From an optimization exercise on the open Yosys and OpenROAD flow, aimed at small area; shortcuts taken in it are not production practice. RTL that was checked went through simulation tests only; none was proved equivalent to the original. No functional check of the RTL was part of runs 1 and 2. Power and IR drop assume default switching activity.

## flow/design.v

```verilog
module Loto (Clk, BPBack, BPReview, BPReset, BPTirage, A1, A2, A3, A4);
input Clk, BPBack, BPReview, BPReset, BPTirage;
output [6:0] A1;
output [6:0] A2;
output [6:0] A3;
output [6:0] A4;
reg [149:0] R0, R1, R2, RJ;   
reg [4:0] r;               
reg PrevTirage, PrevBack;
reg [6:0] S;               
reg [6:0] K;               
reg [6:0] D;               
reg [6:0] A;               
reg [6:0] TA;              
reg [6:0] TB;              
reg Busy, First, Pass2, FA, FB;
wire Fill = First & ~Busy;  
function [6:0] inc;
	input [6:0] x;
	inc = (x[4:0] == 5'd29) ? {x[6:5] + 2'd1, 5'd0} : {x[6:5], x[4:0] + 5'd1};
endfunction
function [6:0] dec;
	input [6:0] x;
	dec = (x[4:0] == 5'd0) ? {x[6:5] - 2'd1, 5'd29} : {x[6:5], x[4:0] - 5'd1};
endfunction
function [4:0] jpack;
	input [1:0] j0, j1, j2;
	jpack = ~j2[1] ? {j0, j1, j2[0]} : ~j1[1] ? {j0, 2'b11, j1[0]} : {2'b11, j0, 1'b0};
endfunction
function [5:0] junpack;
	input [4:0] c;
	junpack = (c[4:3] == 2'b11) ? {c[2:1], 2'd2, 2'd2} :
		(c[2:1] == 2'b11) ? {c[4:3], 1'b0, c[0], 2'd2} : {c[4:1], 1'b0, c[0]};
endfunction
wire EvTirage = BPTirage & ~PrevTirage & ~BPReset & ~BPReview & (K != 7'd0);
wire EvBack = BPBack & ~PrevBack & ~BPReset & BPReview;
wire [5:0] J = junpack(RJ[4:0]);
wire [6:0] H0 = {J[5:4], R0[4:0]};
wire [6:0] H1 = {J[3:2], R1[4:0]};
wire [6:0] H2 = {J[1:0], R2[4:0]};
wire HitAg = (A[4:0] == r);
wire HitDg = (D[4:0] == r);
wire [2:0] HitA = {HitAg & (A[6:5] == 2'd2), HitAg & (A[6:5] == 2'd1), HitAg & (A[6:5] == 2'd0)};
wire [2:0] HitD = {HitDg & (D[6:5] == 2'd2), HitDg & (D[6:5] == 2'd1), HitDg & (D[6:5] == 2'd0)};
wire [1:0] SelT = Busy ? A[6:5] : D[6:5];
wire [6:0] HT = (SelT == 2'd0) ? H0 : (SelT == 2'd1) ? H1 : H2;
wire [6:0] HD = (D[6:5] == 2'd0) ? H0 : (D[6:5] == 2'd1) ? H1 : H2;
wire Pass1 = Busy & ~First & ~Pass2;
wire Wr = Busy & Pass2;
wire [6:0] In0 = (Wr & HitA[0]) ? TB : (Fill | Wr & HitD[0]) ? TA : H0;
wire [6:0] In1 = (Wr & HitA[1]) ? TB : (Fill | Wr & HitD[1]) ? TA : H1;
wire [6:0] In2 = (Wr & HitA[2]) ? TB : (Fill | Wr & HitD[2]) ? TA : H2;
wire [4:0] RNext = (r == 5'd29) ? 5'd0 : r + 5'd1;
wire [6:0] IncS = inc(S);
always @(posedge Clk)
begin
	R0 <= {In0[4:0], R0[149:5]};
	R1 <= {In1[4:0], R1[149:5]};
	R2 <= {In2[4:0], R2[149:5]};
	RJ <= {Fill ? jpack(2'd0, 2'd1, 2'd2) : jpack(In0[6:5], In1[6:5], In2[6:5]), RJ[149:5]};
	PrevTirage <= BPTirage;
	PrevBack <= BPBack;
	if (BPReset)
	begin
		r <= 0;
		First <= 1;
		S <= 0;
		K <= {2'd3, 5'd0};
		D <= {2'd3, 5'd0};
		Busy <= 0;
	end
	else
	begin
		r <= RNext;
		S <= (IncS >= K) ? 7'd0 : IncS;    
		if (EvTirage)
			K <= dec(K);
		if (~BPReview)
			D <= K;
		else if (EvBack && D < {2'd2, 5'd29})
			D <= inc(D);
		if (EvTirage)
		begin
			A <= S;
			Busy <= 1;
			First <= 1;
			Pass2 <= 0;
			FA <= 0;
			FB <= 0;
		end
		else if (First)
		begin
			if (Busy | r == 5'd29)
				First <= 0;
		end
		else if (Busy)
		begin
			if ((FA | HitAg) & (FB | HitDg))
			begin
				FA <= 0;
				FB <= 0;
				Pass2 <= 1;
				if (Pass2)
					Busy <= 0;
			end
			else
			begin
				FA <= FA | HitAg;
				FB <= FB | HitDg;
			end
		end
	end
	if (BPReset | Fill)
		TA[4:0] <= BPReset ? 5'd0 : RNext;
	else if (Busy ? (Pass1 & HitAg) : HitDg)
		TA <= HT;
	if (Pass1 & HitDg)
		TB <= HD;
end
wire [7:0] NumIn = {D[6:5] == 2'd3, TA};
wire [13:0] NumSeg, RankSeg;
assign A1 = NumSeg[13:7];
assign A2 = NumSeg[6:0];
assign A3 = RankSeg[13:7];
assign A4 = RankSeg[6:0];
  wire dn_000;
  wire dn_001;
  wire dn_002;
  wire dn_003;
  wire dn_004;
  wire dn_005;
  wire dn_006;
  wire dn_007;
  wire dn_008;
  wire dn_009;
  wire dn_010;
  wire dn_011;
  wire dn_012;
  wire dn_013;
  wire dn_014;
  wire dn_015;
  wire dn_016;
  wire dn_017;
  wire dn_018;
  wire dn_019;
  wire dn_020;
  wire dn_021;
  wire dn_022;
  wire dn_023;
  wire dn_024;
  wire dn_025;
  wire dn_026;
  wire dn_027;
  wire dn_028;
  wire dn_029;
  wire dn_030;
  wire dn_031;
  wire dn_032;
  wire dn_033;
  wire dn_034;
  wire dn_035;
  wire dn_036;
  wire dn_037;
  wire dn_038;
  wire dn_039;
  wire dn_040;
  wire dn_041;
  wire dn_042;
  wire dn_043;
  wire dn_044;
  wire dn_045;
  wire dn_046;
  wire dn_047;
  wire dn_048;
  wire dn_049;
  wire dn_050;
  wire dn_051;
  assign dn_000 = ~NumIn[6];
  assign dn_001 = ~NumIn[5];
  assign dn_002 = ~NumIn[0];
  assign dn_003 = NumIn[1] | NumIn[2];
  assign dn_004 = dn_002 & ~(dn_003);
  assign dn_005 = NumIn[3] & ~(dn_004);
  assign dn_006 = dn_005 | NumIn[4];
  assign dn_007 = dn_000 ? dn_001 : dn_006;
  assign dn_008 = ~(NumIn[0] & NumIn[1]);
  assign dn_009 = NumIn[3] | NumIn[2];
  assign dn_010 = dn_008 & ~(dn_009);
  assign dn_011 = NumIn[4] & ~(dn_010);
  assign dn_012 = dn_000 & ~(dn_011);
  assign dn_013 = dn_012 | NumIn[7];
  assign NumSeg[12] = dn_013 | dn_007;
  assign dn_014 = NumIn[6] | ~(NumIn[5]);
  assign dn_015 = dn_006 & ~(dn_014);
  assign dn_016 = ~NumIn[7];
  assign dn_017 = dn_007 & ~(dn_011);
  assign NumSeg[7] = dn_016 & ~(dn_017);
  assign dn_018 = ~(NumSeg[7] & dn_000);
  assign dn_019 = ~(dn_006 & dn_016);
  assign dn_020 = ~(dn_019 | dn_011);
  assign dn_021 = dn_018 & ~(dn_020);
  assign NumSeg[8] = dn_021 | dn_015;
  assign dn_022 = ~(NumIn[3] & NumIn[2]);
  assign dn_023 = NumIn[0] & ~(dn_022);
  assign dn_024 = dn_014 | ~(dn_023);
  assign dn_025 = dn_014 & ~(dn_023);
  assign dn_026 = dn_025 | NumIn[7];
  assign dn_027 = dn_026 | ~(dn_024);
  assign NumSeg[9] = dn_027 & ~(dn_020);
  assign NumSeg[11] = NumSeg[8] | ~(NumSeg[9]);
  assign NumSeg[10] = ~dn_020;
  assign dn_028 = NumIn[4] | ~(NumIn[2]);
  assign dn_029 = dn_028 & ~(NumIn[3]);
  assign dn_030 = ~(dn_022 & NumIn[1]);
  assign dn_031 = dn_029 ? NumIn[1] : dn_030;
  assign dn_032 = dn_031 | NumIn[7];
  assign dn_033 = NumIn[2] | ~(NumIn[4]);
  assign dn_034 = dn_033 & dn_028;
  assign dn_035 = dn_034 & ~(dn_032);
  assign dn_036 = dn_002 & ~(dn_035);
  assign dn_037 = ~(NumIn[7] | NumIn[0]);
  assign dn_038 = NumIn[3] | ~(NumIn[1]);
  assign dn_039 = dn_033 & ~(dn_038);
  assign dn_040 = ~(NumIn[4] | NumIn[1]);
  assign dn_041 = dn_040 & ~(dn_022);
  assign dn_042 = dn_041 | dn_039;
  assign dn_043 = ~(dn_042 & dn_016);
  assign dn_044 = dn_031 & ~(dn_043);
  assign NumSeg[2] = ~(dn_044 | dn_037);
  assign NumSeg[6] = NumSeg[2] | dn_036;
  assign dn_045 = dn_042 | ~(dn_031);
  assign dn_046 = ~(dn_038 & dn_016);
  assign dn_047 = dn_046 | dn_034;
  assign NumSeg[5] = dn_047 | dn_045;
  assign NumSeg[4] = ~(dn_035 & NumIn[0]);
  assign dn_048 = dn_002 & ~(dn_032);
  assign NumSeg[3] = NumSeg[6] & ~(dn_048);
  assign dn_049 = ~(dn_045 & dn_037);
  assign NumSeg[1] = dn_049 & ~(dn_035);
  assign dn_050 = ~(NumSeg[2] & dn_032);
  assign dn_051 = dn_050 | ~(NumSeg[5]);
  assign NumSeg[0] = dn_051 & ~(dn_048);
  assign NumSeg[13] = dn_019 | ~(dn_012);
  wire dr_000;
  wire dr_001;
  wire dr_002;
  wire dr_003;
  wire dr_004;
  wire dr_005;
  wire dr_006;
  wire dr_007;
  wire dr_008;
  wire dr_009;
  wire dr_010;
  wire dr_011;
  wire dr_012;
  wire dr_013;
  wire dr_014;
  wire dr_015;
  wire dr_016;
  wire dr_017;
  wire dr_018;
  wire dr_019;
  wire dr_020;
  wire dr_021;
  wire dr_022;
  wire dr_023;
  wire dr_024;
  wire dr_025;
  wire dr_026;
  wire dr_027;
  wire dr_028;
  wire dr_029;
  wire dr_030;
  wire dr_031;
  wire dr_032;
  wire dr_033;
  wire dr_034;
  wire dr_035;
  wire dr_036;
  wire dr_037;
  wire dr_038;
  wire dr_039;
  wire dr_040;
  wire dr_041;
  wire dr_042;
  wire dr_043;
  wire dr_044;
  wire dr_045;
  wire dr_046;
  wire dr_047;
  assign dr_000 = D[4] | ~(D[3]);
  assign dr_001 = D[2] & ~(dr_000);
  assign dr_002 = ~D[3];
  assign dr_003 = D[2] | ~(D[4]);
  assign dr_004 = dr_002 & ~(dr_003);
  assign dr_005 = ~(dr_004 | dr_001);
  assign dr_006 = D[3] | D[1];
  assign dr_007 = dr_006 | D[0];
  assign dr_008 = D[4] & ~(dr_007);
  assign dr_009 = ~D[1];
  assign dr_010 = dr_000 | dr_009;
  assign dr_011 = D[0] & ~(dr_010);
  assign dr_012 = dr_011 | dr_008;
  assign dr_013 = dr_005 & ~(dr_012);
  assign dr_014 = ~(D[5] & D[4]);
  assign dr_015 = dr_013 & ~(dr_014);
  assign dr_016 = dr_015 | D[6];
  assign dr_017 = ~(D[5] | D[4]);
  assign dr_018 = dr_017 | ~(dr_013);
  assign RankSeg[12] = dr_018 | dr_016;
  assign dr_019 = dr_013 | D[5];
  assign dr_020 = D[6] ? dr_017 : dr_015;
  assign RankSeg[8] = dr_019 & ~(dr_020);
  assign dr_021 = D[6] & D[5];
  assign RankSeg[10] = dr_021 | dr_013;
  assign dr_022 = dr_007 | D[2];
  assign dr_023 = D[5] | ~(dr_022);
  assign dr_024 = D[5] & ~(dr_022);
  assign dr_025 = dr_024 | dr_021;
  assign dr_026 = dr_023 & ~(dr_025);
  assign RankSeg[9] = RankSeg[10] & ~(dr_026);
  assign RankSeg[11] = RankSeg[8] | ~(RankSeg[9]);
  assign dr_027 = D[6] & ~(dr_017);
  assign RankSeg[7] = dr_019 & ~(dr_027);
  assign dr_028 = ~(D[4] ^ D[2]);
  assign dr_029 = ~dr_028;
  assign dr_030 = ~(dr_029 & dr_005);
  assign dr_031 = dr_009 ? D[3] : dr_000;
  assign dr_032 = dr_031 & dr_030;
  assign dr_033 = ~(dr_000 & dr_009);
  assign dr_034 = ~(dr_033 | dr_004);
  assign dr_035 = dr_034 | ~(dr_010);
  assign dr_036 = dr_035 | dr_032;
  assign dr_037 = dr_036 & ~(D[0]);
  assign RankSeg[2] = dr_037 | dr_021;
  assign dr_038 = D[0] & ~(dr_032);
  assign RankSeg[3] = dr_038 | RankSeg[2];
  assign dr_039 = dr_028 & ~(D[3]);
  assign dr_040 = dr_039 | dr_001;
  assign RankSeg[6] = dr_040 | RankSeg[3];
  assign dr_041 = dr_028 | dr_021;
  assign RankSeg[5] = dr_041 | ~(dr_035);
  assign dr_042 = dr_028 & ~(dr_031);
  assign dr_043 = D[0] ? dr_032 : dr_042;
  assign RankSeg[0] = ~(dr_043 | dr_021);
  assign dr_044 = dr_040 | ~(dr_032);
  assign RankSeg[4] = dr_044 | ~(RankSeg[0]);
  assign dr_045 = D[0] & ~(dr_035);
  assign dr_046 = dr_044 & ~(dr_045);
  assign RankSeg[1] = dr_046 | dr_021;
  assign dr_047 = ~(D[6] | D[5]);
  assign RankSeg[13] = dr_047 | RankSeg[10];
endmodule
```

## flow/flow/run.sh

```bash
#!/bin/bash
# The standard layout (standard.sh) with changes that save cell area:
# - after placement resizing, the resizer's power recovery downsizes gates that
#   have timing slack to spare, then repair_design fixes slew and capacitance
#   again (flow/post_resize.tcl);
# - ports get the smallest buffer;
# - clock tree synthesis uses small clock buffers, larger sink clusters and no
#   dummy loads.
set -euo pipefail
export POST_RESIZE_TCL="$PWD/flow/post_resize.tcl"
export BUFFER_PORTS_ARGS="-buffer_cell sky130_fd_sc_hd__buf_1"
export CTS_ARGS="-sink_clustering_enable -repair_clock_nets -dont_use_dummy_load -buf_list {sky130_fd_sc_hd__clkbuf_4 sky130_fd_sc_hd__clkbuf_8} -sink_clustering_size 20 -sink_clustering_max_diameter 80"
bash standard.sh > standard.log 2>&1
```

## flow/flow/post_resize.tcl

```tcl
# Sourced by ORFS's resize.tcl after repair_design (POST_RESIZE_TCL).
log_cmd estimate_parasitics -placement
log_cmd repair_timing -recover_power 100 -verbose
log_cmd estimate_parasitics -placement
repair_design_helper
```

## flow/standard.sh

```bash
#!/bin/bash
# synth_recipe.tcl (not shown) runs the flow's synth.tcl, then flattens the netlist and writes it again
# the make line also repeats each setting of config.mk as NAME=value (left out here)
make -C /OpenROAD-flow-scripts/flow DESIGN_CONFIG=/design/flow/config.mk WORK_HOME=/design/flow/orfs CLKGATE_MAP_FILE= SYNTH_SCRIPT=/design/flow/synth_recipe.tcl "${@:-finish}"
```

## flow/config.mk

```make
export PLATFORM = sky130hd
export DESIGN_NAME = Loto
export DESIGN_NICKNAME = Loto
export VERILOG_FILES = /design/flow/design.v
export SDC_FILE = /design/flow/constraint.sdc
export NUM_CORES = 4
export LEC_CHECK = 0
export CAP_MARGIN = 20
export CORE_MARGIN = 2
export CORE_UTILIZATION = 40
export SLEW_MARGIN = 20
```

## flow/constraint.sdc

```tcl
create_clock -name core_clock -period 15.0 [get_ports {Clk}]
set_input_delay 3.0000 -clock core_clock [delete_from_list [all_inputs] [get_ports {Clk}]]
set_output_delay 3.0000 -clock core_clock [all_outputs]
set_load 0.01 [all_outputs]
```

==> flow_metrics.tcl, run 1 <==
set metrics [dict create \
    status "finished clean" \
    dieArea_um2 42200 \
    final_cell_mix "dfxtp_1, nand2_1, nor2_1" \
    cp-end-kind "output port" \
    synth_edf_count 24 \
    slowest_delay_ns 0.56 \
    die_h_um 205 \
    n_fill_cell 3565 \
    layout_commonest_cell "dfxtp_1" \
    period_share 0.397 \
    wire_per_inst_um 12.9 \
    syn_area_per_cell_um2 14.6 \
    drv_cap 0 \
    vias 7291 \
    dp_hpwl_mm 13.5 \
    slew_violations 0 \
    worst_slew_pin_slew_ns 0.991 \
    r2r_setup_slack_ns 11.95 \
    grt-ovfl-total 0 \
    dp.cells 1643 \
    syn_inst 1114 \
    period_needed_ns 5.96 \
    hold_buffers 0 \
    fin_nets 1185 \
    worst-path-max-fanout 10 \
    cts_tree "built" \
    hold_viol_final 0 \
    r2r_end "RJ[149]$_SDFF_PP0_" \
    critPathSlowestCell "dfxtp_1" \
    crit_buf_inv 2 \
    cts_buffer_depth 3 \
    synth.top_cell.area_share 0.778 \
    hold_path.class "reg2reg" \
    num_io_pins 33 \
    grt_max_degree 26 \
    h-tree-depth 2 \
    startpoint_type "flip-flop" \
    grt_pass1_wl_mm 34.8 \
    viasPerCell 4.33 \
    rsz0062_at_grt "false" \
    first_global_vias 6831 \
    seq_area_frac_synth 0.822 \
    drive_gt1_frac 0.0467 \
    drt_first_iter_violations 394 \
    relSlewSlack 0.330 \
    post-route-util 0.434 \
    die_width_um 205 \
    ys_ff_latch 654 \
    whs_path_depth 0 \
    fin_worst_skew_ns 0.0611 \
    ant_nets 0 \
    clock_latency_ns 0.59 \
    placement_rows 73 \
    ff_latch_area_um2 13300 \
    grt_usage 0.104 \
    synthArstFlopShare 0 \
    path_clk_slew_ns 0.11 \
    holdCritStartpoint "R2[70]$_DFF_P_" \
    wl_mm 21.7 \
    worstReg2RegStart "D[5]$_SDFFE_PP1P_" \
    power.leakage_nw 6.66 \
    multi_input_area_um2 2580 \
    cts_resized 0 \
    required_ns 12.00 \
    clock-sinks 654 \
    crit_chain "inv_1 > ha_1 > o21ai_0 > nor2_1 > o22a_1 > nand2b_1 > a21o_1 > o21bai_1 > nand2b_1 > buf_1" \
    finalSetupViolations 0 \
    first_pass_iters 5 \
    p_per_area_nw_per_um2 156 \
    post-route-drc-count 0 \
    critical_path_arrival_ns 2.96 \
    core-area_um2 39900 \
    port_buffers 32 \
    crit_type "reg2out" \
    synth_area_leader_cell "dfxtp_1" \
    initial_core_util 0.406 \
    synthDistinctLibCells 58 \
    cts_inserted_buffers 39 \
    reg2regPathDepth 7 \
    finalNonFillerCells 1683 \
    synth_flop_cell "dfxtp_1" \
    crit_family "compound AO/OA/AOI/OAI gates" \
    antenna_found_initial 1 \
    gp_congestion 0.815 \
    synth_area_leaders "dfxtp_1, edfxtp_1, mux2i_1, ha_1, o21ai_0" \
    cp_common_cell "nand2b_1" \
    syn_nets 1140 \
    ir_worst_vdd_v 0.000105 \
    fmax_mhz 168 \
    clockRootBuffer "clkbuf_8" \
    cts_setup_buffers 0 \
    min_to "R2[65]$_DFF_P_" \
    ys_warn_count 1 \
    area_growth_syn_to_layout_pct 6.95 \
    fin_setup_tns_ns 0 \
    syn_area_um2 16200 \
]
[cell type report]
type                       count  area share
antenna                        1    0.000144
clock buffer                  39      0.0310
inverter                      26     0.00563
multi-input combinational    404       0.149
sequential                   654       0.769
tap                          525      0.0379
timing repair buffer          34     0.00765
[worst max-delay path by stage]
stage                            startpoint               end  slack (ns)  cells past startpoint
after floorplan           D[2]$_SDFFE_PP0P_             A4[6]        9.99                     10
after global placement    D[2]$_SDFFE_PP0P_             A4[6]        9.79                     10
after detailed placement            BPReset  FA$_SDFFCE_PN0P_        9.02                      7
after CTS                 D[2]$_SDFFE_PP0P_             A4[6]        9.05                     10
after global routing      D[2]$_SDFFE_PP0P_             A4[6]        8.82                     10
final                     D[2]$_SDFFE_PP0P_             A4[6]        9.04                     10
[routing by layer]
metal	share of wire	GRT usage
met5	0	0
met1	0.53	0.153
met3	0.051	0.0261
met2	0.39	0.146
met4	0.029	0.0434
[worst reg2reg max path, delay by kind of cell (launching register included)]
family / cells / cell delay [ns]
flops: 1 / 0.59
mux: 1 / 0.22
fa+ha+maj: 1 / 0.63
compound gates: 3 / 1.19
simple gates: 2 / 0.26
[metrics by stage]
| step | setup slack [ns] | power (mW) | hold WS [ns] | instance area (um^2) |
|---|---|---|---|---|
| 5_1_grt | 8.82 | 2.84 | 0.272 | 17300 |
| 2_1_floorplan | 9.99 | 2.02 | 0.310 | 16200 |
| 3_3_place_gp | 9.79 | 2.05 | 0.310 | 16900 |
| 4_1_cts | 9.05 | 2.75 | 0.271 | 17300 |
| 3_5_place_dp | 9.02 | 2.06 | 0.312 | 16800 |
| 6_report | 9.04 | 2.71 | 0.279 | 17300 |
[logic make-up after synthesis]
kind of cell               Yosys count  share of synthesized area
AOI/OAI and AO/OA                  134                     0.0526
xor gates and xnor gates            22                     0.0123
adders and majority gates           21                     0.0162
buffers and inverters               56                     0.0151
DFF                                654                      0.822
muxes                               36                     0.0226
and+or+nand+nor                    191                     0.0587
[synthesized netlist by cell type (all sizes together), types with 2 or more instances]
cell type	count
inv	26
nand2	58
a211oi	5
a21o	8
a211o	4
o21ai	49
xnor2	12
a31oi	7
o21bai	3
nor3	14
nor4b	2
dfxtp	630
a41oi	2
and2	2
a21oi	32
nor2	50
or3	5
buf	11
nor3b	4
xor2	10
or2	4
o31ai	3
mux2	2
a311oi	3
o22a	2
a22oi	2
mux2i	34
nand4	4
nand3	14
clkbuf	19
nor4	3
o31a	2
nor2b	10
o2bb2ai	5
ha	21
edfxtp	24
o211ai	3
o22ai	2
and3	4
nand2b	15
[registers in the layout, indices dropped and copies added (netlist names)]
register	cells
Pass2	1
FA	1
FB	1
PrevBack	1
PrevTirage	1
R1	150
R0	150
K	7
TB	7
TA	7
First	1
RJ	150
S	7
A	7
R2	150
D	7
r	5
Busy	1
[power by group]
group | total [mW] | internal, mW | switching [mW]
Sequential | 1.94 | 1.90 | 0.0437
Clock | 0.695 | 0.236 | 0.459
Combinational | 0.0728 | 0.0284 | 0.0444
==> run 2, diff against run 1 <==
--- a/flow/flow/run.sh
+++ b/flow/flow/run.sh
@@ -9,5 +9,5 @@
 set -euo pipefail
 export POST_RESIZE_TCL="$PWD/flow/post_resize.tcl"
 export BUFFER_PORTS_ARGS="-buffer_cell sky130_fd_sc_hd__buf_1"
-export CTS_ARGS="-sink_clustering_enable -repair_clock_nets -dont_use_dummy_load -buf_list {sky130_fd_sc_hd__clkbuf_4 sky130_fd_sc_hd__clkbuf_8} -sink_clustering_size 20 -sink_clustering_max_diameter 80"
+export CTS_ARGS="-sink_clustering_enable -repair_clock_nets -dont_use_dummy_load -buf_list {sky130_fd_sc_hd__clkbuf_8} -sink_clustering_size 22 -sink_clustering_max_diameter 60"
 bash standard.sh > standard.log 2>&1
==> flow_metrics.tcl, run 2 <==
set metrics [dict create \
    status "finished clean" \
    vias 7290 \
    crit_chain "inv_1 > ha_1 > o21ai_0 > nor2_1 > o22a_1 > nand2b_1 > a21o_1 > o21bai_1 > nand2b_1 > buf_1" \
    critPathSlowestCell "dfxtp_1" \
    crit_buf_inv 2 \
    whs_ns 0.251 \
    dp.cells 1643 \
    dp_hpwl_mm 13.5 \
    slowest_delay_ns 0.56 \
    synth_area_leader_cell "dfxtp_1" \
    path_clk_slew_ns 0.11 \
    finalNonFillerCells 1683 \
    cp_common_cell "nand2b_1" \
    fmax_mhz 169 \
    cts_setup_buffers 0 \
    r2r_setup_slack_ns 11.97 \
    post-route-drc-count 0 \
    layout_commonest_cell "dfxtp_1" \
    grt_usage 0.104 \
    wl_mm 21.7 \
    post-route-util 0.434 \
    finalSetupViolations 0 \
    syn_area_um2 16200 \
    cts_tree "built" \
    core-area_um2 39900 \
    grt_pass1_wl_mm 34.5 \
    clock-sinks 654 \
    clock_latency_ns 0.54 \
    num_io_pins 33 \
    slew_violations 0 \
    place_ws_ns 9.02 \
    period_share 0.395 \
    h-tree-depth 2 \
    setup_ws_ns 9.08 \
    crit_type "reg2out" \
    placement_rows 73 \
    ant_nets 0 \
    startpoint_type "flip-flop" \
    first_global_vias 6790 \
    drt_first_iter_violations 414 \
    syn_area_per_cell_um2 14.6 \
    synth_area_leaders "dfxtp_1, edfxtp_1, mux2i_1, ha_1, o21ai_0" \
    wire_per_inst_um 12.9 \
    worst_slew_pin_slew_ns 0.995 \
    grt-ovfl-total 0 \
    power.leakage_nw 6.65 \
    first_pass_iters 4 \
    synthArstFlopShare 0 \
    port_buffers 32 \
    drive_gt1_frac 0.0458 \
    synth.top_cell.area_share 0.778 \
    drv_cap 0 \
    syn_nets 1140 \
    die_h_um 205 \
    cp-end-kind "output port" \
    area_growth_syn_to_layout_pct 6.88 \
    required_ns 12.00 \
    synth_edf_count 24 \
    dieArea_um2 42200 \
    rsz0062_at_grt "false" \
    antenna_found_initial 1 \
    critical_path_arrival_ns 2.92 \
    p_per_area_nw_per_um2 156 \
    synthDistinctLibCells 58 \
    viasPerCell 4.33 \
    clockRootBuffer "clkbuf_8" \
    ir_worst_vdd_v 0.0000854 \
    relSlewSlack 0.328 \
    yosys.cell_count.top_type "dfxtp_1" \
    hold_buffers 0 \
    cts_inserted_buffers 38 \
    period_needed_ns 5.92 \
    cts_resized 0 \
    synthTopCellsByCount "dfxtp_1, nand2_1, nor2_1" \
    hold_path.class "reg2reg" \
    initial_core_util 0.406 \
    ys_ff_latch 654 \
    final_cell_mix "dfxtp_1, nand2_1, nor2_1" \
    crit_family "compound AO/OA/AOI/OAI gates" \
    grt_max_degree 26 \
    hold_viol_final 0 \
    cts_buffer_depth 3 \
    seq_area_frac_synth 0.822 \
    die_width_um 205 \
    worst-path-max-fanout 10 \
    ys_warn_count 1 \
    fin_nets 1184 \
    syn_inst 1114 \
    gp_congestion 0.815 \
    fin_setup_tns_ns 0 \
    fin_worst_skew_ns 0.0719 \
    synth_flop_cell "dfxtp_1" \
]
run 2: cell counts after synthesis:
Identical to the previous run, type by type.
run 2: layer usage:
layer  share of wire  wire length, um  GRT usage  vias to the layer above
met5               0                0          0                        -
met2            0.39             8440      0.146                      142
met1            0.52            11300      0.151                     3387
met4           0.031              666     0.0427                        0
met3           0.057             1240     0.0260                       48
li1                -                -          -                     3713
run 2: worst register-to-register path, stage by stage (launching register included):
cell     delay [ns]
dfxtp_1        0.58
ha_1           0.63
nand3_1        0.16
o31a_1         0.48
mux2i_1        0.22
o21ai_2        0.23
nand2_1        0.10
a21oi_1        0.45
run 2: power breakdown:
group          switching (mW)  internal, mW  total (mW)
combinational          0.0449        0.0284      0.0733
clock                   0.458         0.230       0.688
sequential             0.0438          1.90        1.94
run 2: cell type report:
cell class,instances,area [um^2]
Antenna cell,2,5.00
Clock buffer,38,523
Fill cell,3552,22600
Inverter,26,97.6
Multi-Input combinational cell,404,2580
Sequential cell,654,13300
Tap cell,525,657
Timing Repair Buffer,34,133
run 2: worst paths after layout:
| check | from | endpoint | depth (start not counted) |
|---|---|---|---|
| worst max register to register | D[5]$_SDFFE_PP1P_ | RJ[148]$_SDFF_PP0_ | 7 |
| worst max-delay path | D[2]$_SDFFE_PP0P_ | A4[6] | 10 |
| worst min-delay path | R2[103]$_DFF_P_ | R2[98]$_DFF_P_ | 0 |
| worst min register to register | R2[103]$_DFF_P_ | R2[98]$_DFF_P_ | 0 |
run 2: stage by stage:
| step | total power [mW] | cell area [um^2] |
|---|---|---|
| floorplan | 2.02 | 16200 |
| CTS | 2.74 | 17300 |
| detailed placement | 2.06 | 16800 |
| finish | 2.70 | 17300 |
| global route | 2.82 | 17300 |
| global placement | 2.05 | 16900 |
run 2: cells by family after synthesis:
logic type,count (synthesis),share of synthesized area
XOR/XNOR,22,0.0123
flip-flops,654,0.822
adder cells (fa/ha/maj),21,0.0162
multiplexers,36,0.0226
buffers and inverters,56,0.0151
AND/OR/NAND/NOR,191,0.0587
AO/OA/AOI/OAI,134,0.0526
==> run 3, diff against run 2 <==
--- a/flow/design.v
+++ b/flow/design.v
@@ -72,7 +72,8 @@
 	else
 	begin
 		r <= RNext;
-		S <= (IncS >= K) ? 7'd0 : IncS;    
+		if (K != 7'd0)
+			S <= (IncS >= K) ? 7'd0 : IncS;
 		if (EvTirage)
 			K <= dec(K);
 		if (~BPReview)
--- a/flow/flow/run.sh
+++ b/flow/flow/run.sh
@@ -9,5 +9,5 @@
 set -euo pipefail
 export POST_RESIZE_TCL="$PWD/flow/post_resize.tcl"
 export BUFFER_PORTS_ARGS="-buffer_cell sky130_fd_sc_hd__buf_1"
-export CTS_ARGS="-sink_clustering_enable -repair_clock_nets -dont_use_dummy_load -buf_list {sky130_fd_sc_hd__clkbuf_8} -sink_clustering_size 22 -sink_clustering_max_diameter 60"
+export CTS_ARGS="-sink_clustering_enable -repair_clock_nets -dont_use_dummy_load -buf_list {sky130_fd_sc_hd__clkbuf_4 sky130_fd_sc_hd__clkbuf_8} -sink_clustering_size 20 -sink_clustering_max_diameter 60"
 bash standard.sh > standard.log 2>&1
==> flow_metrics.tcl, run 3 <==
set metrics [dict create \
    fin_setup_tns_ns 0 \
    syn_nets 1151 \
    synthTopCellsByCount "dfxtp_1, nor2_1, a21oi_1" \
    path_clk_slew_ns 0.10 \
    synthXorXnorAreaFrac 0.0139 \
    fin_area_um2 17400 \
    die_width_um 206 \
    finalSetupViolations 0 \
    ir_worst_vdd_v 0.0000872 \
    drv_cap 0 \
    ant_nets 0 \
    dp.cells 1656 \
    synthDistinctLibCells 65 \
    status "finished clean" \
    drt_first_iter_violations 424 \
    die_h_um 206 \
    rsz0062_at_grt "false" \
    post-route-util 0.437 \
    first_global_vias 6914 \
    synth_area_leader_cell "dfxtp_1" \
    cts_tree "built" \
    seq_area_frac_synth 0.819 \
    synth_edf_count 24 \
    first_pass_iters 5 \
    synth.top_cell.area_share 0.775 \
    vias 7485 \
    synth_area_leaders "dfxtp_1, edfxtp_1, a21oi_1, mux2i_1, ha_1" \
    power.leakage_nw 6.72 \
    n_antenna_cell 0 \
    relSlewSlack 0.445 \
    layout_commonest_cell "dfxtp_1" \
    grt_usage 0.106 \
    syn_inst 1125 \
    crit_type "reg2out" \
    area_growth_syn_to_layout_pct 7.13 \
    p_per_area_nw_per_um2 156 \
    final_cell_mix "dfxtp_1, nor2_1, a21oi_1" \
    synthArstFlopShare 0 \
    yosys.cell_count.top_type "dfxtp_1" \
    worst-path-max-fanout 10 \
    h-tree-depth 2 \
    ys_ff_latch 654 \
    fin_nets 1199 \
    num_io_pins 33 \
    syn_area_per_cell_um2 14.5 \
    cts_setup_buffers 0 \
    hold_buffers 0 \
    clock_latency_ns 0.61 \
    cts_buffer_depth 3 \
    critical_path_arrival_ns 2.92 \
    synth_compound_area_frac 0.0535 \
    grt_max_degree 32 \
    viasPerCell 4.41 \
    synthMuxAreaShare 0.0214 \
    ys_warn_count 1 \
    syn_area_um2 16300 \
    placement_rows 73 \
    worst_slew_pin_slew_ns 0.824 \
    grt-ovfl-total 0 \
    synth_top_family_by_area "simple AND/OR/NAND/NOR gates" \
    fin_worst_skew_ns 0.0851 \
    initial_core_util 0.408 \
    slew_violations 0 \
    finalNonFillerCells 1696 \
    antenna_found_initial 2 \
    clockRootBuffer "clkbuf_8" \
    whs_ns 0.277 \
    grt_pass1_wl_mm 35.3 \
    clock-sinks 654 \
    gp_congestion 0.804 \
    cts_inserted_buffers 40 \
    port_buffers 32 \
    startpoint_type "flip-flop" \
    drive_gt1_frac 0.0512 \
    fmax_mhz 169 \
    synth_flop_cell "dfxtp_1" \
    yosys.area_share.adder 0.0161 \
    dp_hpwl_mm 13.7 \
    cts_resized 0 \
    wire_per_inst_um 13.1 \
    period_needed_ns 5.92 \
    wl_mm 22.2 \
    synthSimpleGateAreaFrac 0.0606 \
    dieArea_um2 42300 \
    cp-end-kind "output port" \
    core-area_um2 39900 \
    required_ns 12.00 \
    hold_path.class "reg2reg" \
    post-route-drc-count 0 \
    dpl_cell_area_um2 16900 \
    period_share 0.394 \
    hold_viol_final 0 \
]
==> run 3: final cells by class <==
type / instances / area [um^2]
clock buffers: 40 / 551
fillers: 3567 / 22500
multi-input cells: 416 / 2670
flip-flops and latches: 654 / 13300
well taps: 525 / 657
inverters: 24 / 90.1
repair buffers: 37 / 144
==> run 3: cells by family after synthesis <==
family	Yosys count
flip-flops	654
AND/OR/NAND/NOR	199
AO/OA/AOI/OAI	138
buffers and inverters	55
multiplexers	33
XOR/XNOR	25
adder cells (fa/ha/maj)	21
==> run 3: stage by stage <==
step                      worst slack, ns  power, mW
after CTS                            9.07       2.76
after global routing                 8.86       2.84
after floorplan                     10.02       2.02
after detailed placement             9.71       2.06
final                                9.08       2.72
after global placement               9.78       2.05
==> run 3: final timing paths <==
kind,from,end,slack (ns),cells past startpoint
setup / recovery,D[2]$_SDFFE_PP0P_,A4[6],9.08,10
hold / removal,R2[131]$_DFF_P_,R2[126]$_DFF_P_,0.28,0
setup reg to reg,D[5]$_SDFFE_PP1P_,RJ[149]$_SDFF_PP0_,11.69,6
hold reg to reg,R2[131]$_DFF_P_,R2[126]$_DFF_P_,0.28,0
==> run 3: per-layer routing <==
layer	vias up	global-route usage	part of all wire
met5	-	0	0
li1	3768	-	-
met2	151	0.150	0.39
met4	0	0.0427	0.030
met1	3512	0.154	0.53
met3	54	0.0250	0.049
==> run 3: critical path: stages (launching register included) <==
cell	delay [ns]
dfxtp_1	0.56
inv_1	0.14
ha_1	0.38
o21ai_0	0.16
nor2_1	0.05
o22a_1	0.23
nand2b_1	0.16
a21o_1	0.19
o21bai_1	0.17
nand2b_1	0.15
buf_1	0.13
==> run 3: report_power, final <==
part / switching [mW] / total [mW] / leakage (nW) / internal, mW
Clock: 0.459 / 0.701 / 0.288 / 0.242
Sequential: 0.0417 / 1.94 / 5.40 / 1.90
Combinational: 0.0452 / 0.0732 / 1.03 / 0.0279
Total: 0.546 / 2.72 / 6.72 / 2.17

## re-timing with driven ports
How much do the figures lean on ideal ports? The routed layouts below were timed once more, with nothing changed but the port constraints. Step 1: set_driving_cell puts a clkbuf_16 on Clk and a buf_2 on each other input, an assumption about the parent block. Step 2 also shifts input and output timing later by t, the mid clock arrival at the registers, as if the neighbouring blocks saw the same clock. Three values: ideal, step 1, step 2; two values: the first two.
| run | t (ns) | slack for setup (ns) | worst setup path at the end | slew at the worst register clock pin (ns) | pins driven straight from the clock port |
|---|---|---|---|---|---|
| run 1 | 0.591 | 9.042 / 8.999 / 9.261 | input to register | 0.12 / 0.12 | 1 |
| run 2 | 0.575 | 9.077 / 9.034 / 9.249 | input to register | 0.12 / 0.12 | 1 |
| run 3 | 0.609 | 9.083 / 9.040 / 9.649 | register to output | 0.12 / 0.12 | 1 |
After both steps setup and hold are still met in every run listed.
